What follows belongs to an exercise in optimizing a design on an open flow for small area; a production flow would make more cautious choices.
The RTL was checked by simulation tests, not by an equivalence proof against the original design.
Power figures rest on the tool's default switching activity, not on a simulated workload.

Design CV_LR5_TOP, start of the top module:
module CV_LR5_TOP
(
    input CLK,
    input SYS_NRST,
    input UART_RXD,
    output wire UART_TXD,
    output [7:0] LED
);
Size: roughly 1000 cells after synthesis, ~460 flip-flops, roughly 12 I/O pins, about 13000 um2 of cells after synthesis.
==> flow/config.mk <==
export PLATFORM = sky130hd
export DESIGN_NAME = CV_LR5_TOP
export DESIGN_NICKNAME = CV_LR5_TOP
export VERILOG_FILES = /design/flow/design.v
export SDC_FILE = /design/flow/constraint.sdc
export NUM_CORES = 4
export LEC_CHECK = 0
export CAP_MARGIN = 0
export CORE_MARGIN = 2
export CORE_UTILIZATION = 70
export CTS_BUF_LIST = sky130_fd_sc_hd__clkbuf_8
export CTS_CLUSTER_DIAMETER = 60
export CTS_CLUSTER_SIZE = 18
export SLEW_MARGIN = 0
==> flow/constraint.sdc <==
create_clock -name core_clock -period 15.0 [get_ports {CLK}]
set_input_delay 3.0000 -clock core_clock [delete_from_list [all_inputs] [get_ports {CLK}]]
set_output_delay 3.0000 -clock core_clock [all_outputs]
set_load 0.01 [all_outputs]
standard.sh (not shown) runs the stock make flow with config.mk's settings and CLKGATE_MAP_FILE= SYNTH_SCRIPT=/design/flow/synth_recipe.tcl, a recipe that flattens the netlist after the stock synthesis.
==> flow/flow/run.sh <==
#!/bin/bash
set -euo pipefail
cd "$(dirname "$0")/.."
bash standard.sh SYNTH_SCRIPT="$PWD/flow/area_synth.tcl" \
    "BUFFER_PORTS_ARGS=-buffer_cell sky130_fd_sc_hd__buf_1" finish > flow_make.log 2>&1
==> flow/flow/area_synth.tcl <==
# The standard flow's synthesis script (synth_recipe.tcl, beside flow/), with one change:
# the combinational logic is mapped by Yosys's default ABC script, which aims
# at area, instead of ORFS's delay-driven script with buffering and sizing.
# Flip-flop mapping, names and everything else are unchanged.
proc abc {args} {
  set keep [list]
  set skip 0
  foreach a $args {
    if { $skip } { set skip 0; continue }
    if { $a in {-script -constr -D} } { set skip 1; continue }
    lappend keep $a
  }
  yosys abc {*}$keep
}
source [file join [file dirname [file normalize [info script]]] .. synth_recipe.tcl]
==> next run, changes <==
Settings changed: CTS_CLUSTER_DIAMETER 60 to 45, CTS_CLUSTER_SIZE 18 to 20.
Outcome: The new run went through all stages and came out clean; setup slack gets worse by 80 ps; wire length went up slightly; register-to-register slack gets worse by 80 ps; power went up by a few percent; cell count went up slightly; critical path depth does not change; global-route usage went up by 0.81 points.

---

## job 101
Another version of the RTL of CV_LR5_TOP (not shown whole).
Size: roughly 1,300 cells after synthesis, roughly 12 I/O pins.
clock: 15.0 ns
lec_check: 0
cap_margin: 20
core_margin: 2
core_utilization: 40
slew_margin: 20
run.sh (not shown) runs the stock make flow with config.mk's settings and CLKGATE_MAP_FILE= SYNTH_SCRIPT=/design/flow/synth_recipe.tcl, a recipe that flattens the netlist after the stock synthesis.
Stock flow here: none of the scripts above is used.
Modified inputs, job 102 compared to job 101
- CTS_BUF_LIST newly set to sky130_fd_sc_hd__clkbuf_2 sky130_fd_sc_hd__clkbuf_4
- CORE_UTILIZATION changed from 40 to 60
## What came out
No stage failed in job 102, and the final checks on the layout all came back clean.
Diff job 101 and job 102: die width higher in job 101
Area: job 102 vs job 101 -> job 102 smaller
Relative to job 101, setup slack of the critical path after layout has decreased by 170 ps in job 102.
On final cell count, the lower figure sits with job 102, not job 101.
Diff job 102..job 101 | remaining antenna violation count after routing | unchanged
STATUS worst relative slew slack: job 102 loses against job 101
In the reports for job 101 and job 102, the smaller number of antenna violations at the first check in global routing belongs to job 101.
Job 102 ended up with a lower number of design-rule violations left by the first detailed-router iteration than job 101 did.
Job 102 vs. job 101: share of the final layout cell area in sequential cells increased 0.73 points; HPWL after detailed placement decreased 5.3%.

---

run A:
Another version of the RTL of CV_LR5_TOP (not shown whole).
Size in the first run: roughly 1000 cells after synthesis, roughly 450 flip-flops, roughly 12 I/O pins.
## CV_LR5_TOP
module CV_LR5_TOP
(
    input CLK,
    input SYS_NRST,
    input UART_RXD,
    output wire UART_TXD,
    output [7:0] LED
);
localparam T_ADD = 3'd1, T_MUL = 3'd5, T_WR = 3'd3, T_ON = 3'd7,
           T_OFF = 3'd6, T_LED = 3'd4, T_ERR = 3'd0;
localparam S_IDLE = 4'd0, S_KW = 4'd1, S_KW1 = 4'd2, S_OP1 = 4'd3,
           S_SP2 = 4'd4, S_OP2 = 4'd5, S_CR = 4'd6, S_LF = 4'd7,
           S_EXEC = 4'd8, S_TX = 4'd9;
reg [9:0] ph;
always @(posedge CLK) ph <= ph + 10'd1;
wire [5:0] p6 = ph[5:0];
wire pass_beg = (p6 == 6'd0);
wire pass_end = (p6 == 6'd63);
reg s1, s2;
always @(posedge CLK) begin
    s1 <= UART_RXD;
    s2 <= s1;
end
localparam RX_ARM = 2'd0, RX_BSY = 2'd1, RX_SKP = 2'd2, RX_RST = 2'd3;
reg [1:0] rxst;
reg [7:0] rsh;
wire rx_smp = (p6 == 6'd62);
always @(posedge CLK, negedge SYS_NRST)
begin
    if (!SYS_NRST) rxst <= RX_RST;
    else if (rx_smp)
        case (rxst)
            RX_ARM:  if (!s2) rxst <= RX_BSY;
            RX_BSY:  if (rsh[0]) rxst <= RX_SKP;      
            default: rxst <= RX_ARM;
        endcase
end
  ...
clock: 15.0 ns
lec_check: 0
cap_margin: 0
core_margin: 2
core_utilization: 70
cts_buf_list: sky130_fd_sc_hd__clkbuf_8
cts_cluster_diameter: 60
cts_cluster_size: 18
gpl_timing_driven: 0
slew_margin: 0
standard.sh (not shown) runs the stock make flow with config.mk's settings and CLKGATE_MAP_FILE= SYNTH_SCRIPT=/design/flow/synth_recipe.tcl, a recipe that flattens the netlist after the stock synthesis.
Scripts as last shown in full above: flow/flow/run.sh, flow/flow/area_synth.tcl
[inputs] run B vs run A
- clearing GPL_TIMING_DRIVEN, which used to be 0
### Flow results
Per the comparison of run B with run A, final layout net count shows an increase of about 0.46%; post-route minimum period moved down; final hold slack now sits at about the same level.

## re-timing with driven ports
The flow's constraints put no driver on any port. The routed layouts listed below were extracted and timed again, unchanged, in two steps. Step 1 sets driving cells, clkbuf_16 on the clock port and buf_2 on the other inputs (assumed; they add their load-dependent delay and slew). Step 2 moves the port delays by t, midway between the first and last clock arrival at a register: inputs arrive t later, outputs are due t later. That takes back most of the time a late clock gives input paths. a / b / c = ideal ports / drivers / drivers and shift; a / b = the first two.
| run | shift t [ns] | setup slack, ns | worst setup path at the end | clock arrival spread, ns | slew at the worst register clock pin (ns) |
|---|---|---|---|---|---|
| the first run of note 1 | 0.628 | 8.808 / 8.808 / 8.473 | input to register | 0.025 / 0.026 | 0.12 / 0.12 |
| the second run of note 1 | 0.596 | 8.728 / 8.728 / 8.493 | input to register | 0.054 / 0.054 | 0.12 / 0.12 |
| job 101 | 0.597 | 10.394 / 10.347 / 10.555 | input to register | 0.033 / 0.032 | 0.07 / 0.07 |
| job 102 | 0.772 | 10.223 / 10.176 / 10.583 | input to register | 0.099 / 0.099 | 0.08 / 0.08 |
| run A | 0.632 | 9.923 / 9.923 / 9.923 | register to register | 0.042 / 0.042 | 0.11 / 0.11 |
| run B | 0.642 | 9.936 / 9.936 / 9.936 | register to register | 0.026 / 0.026 | 0.12 / 0.12 |
After both steps setup and hold are still met in every run listed. The setup slack of the first run of note 1, which loses most, moves by 0.000 ns with the drivers and by -0.335 ns with both steps.
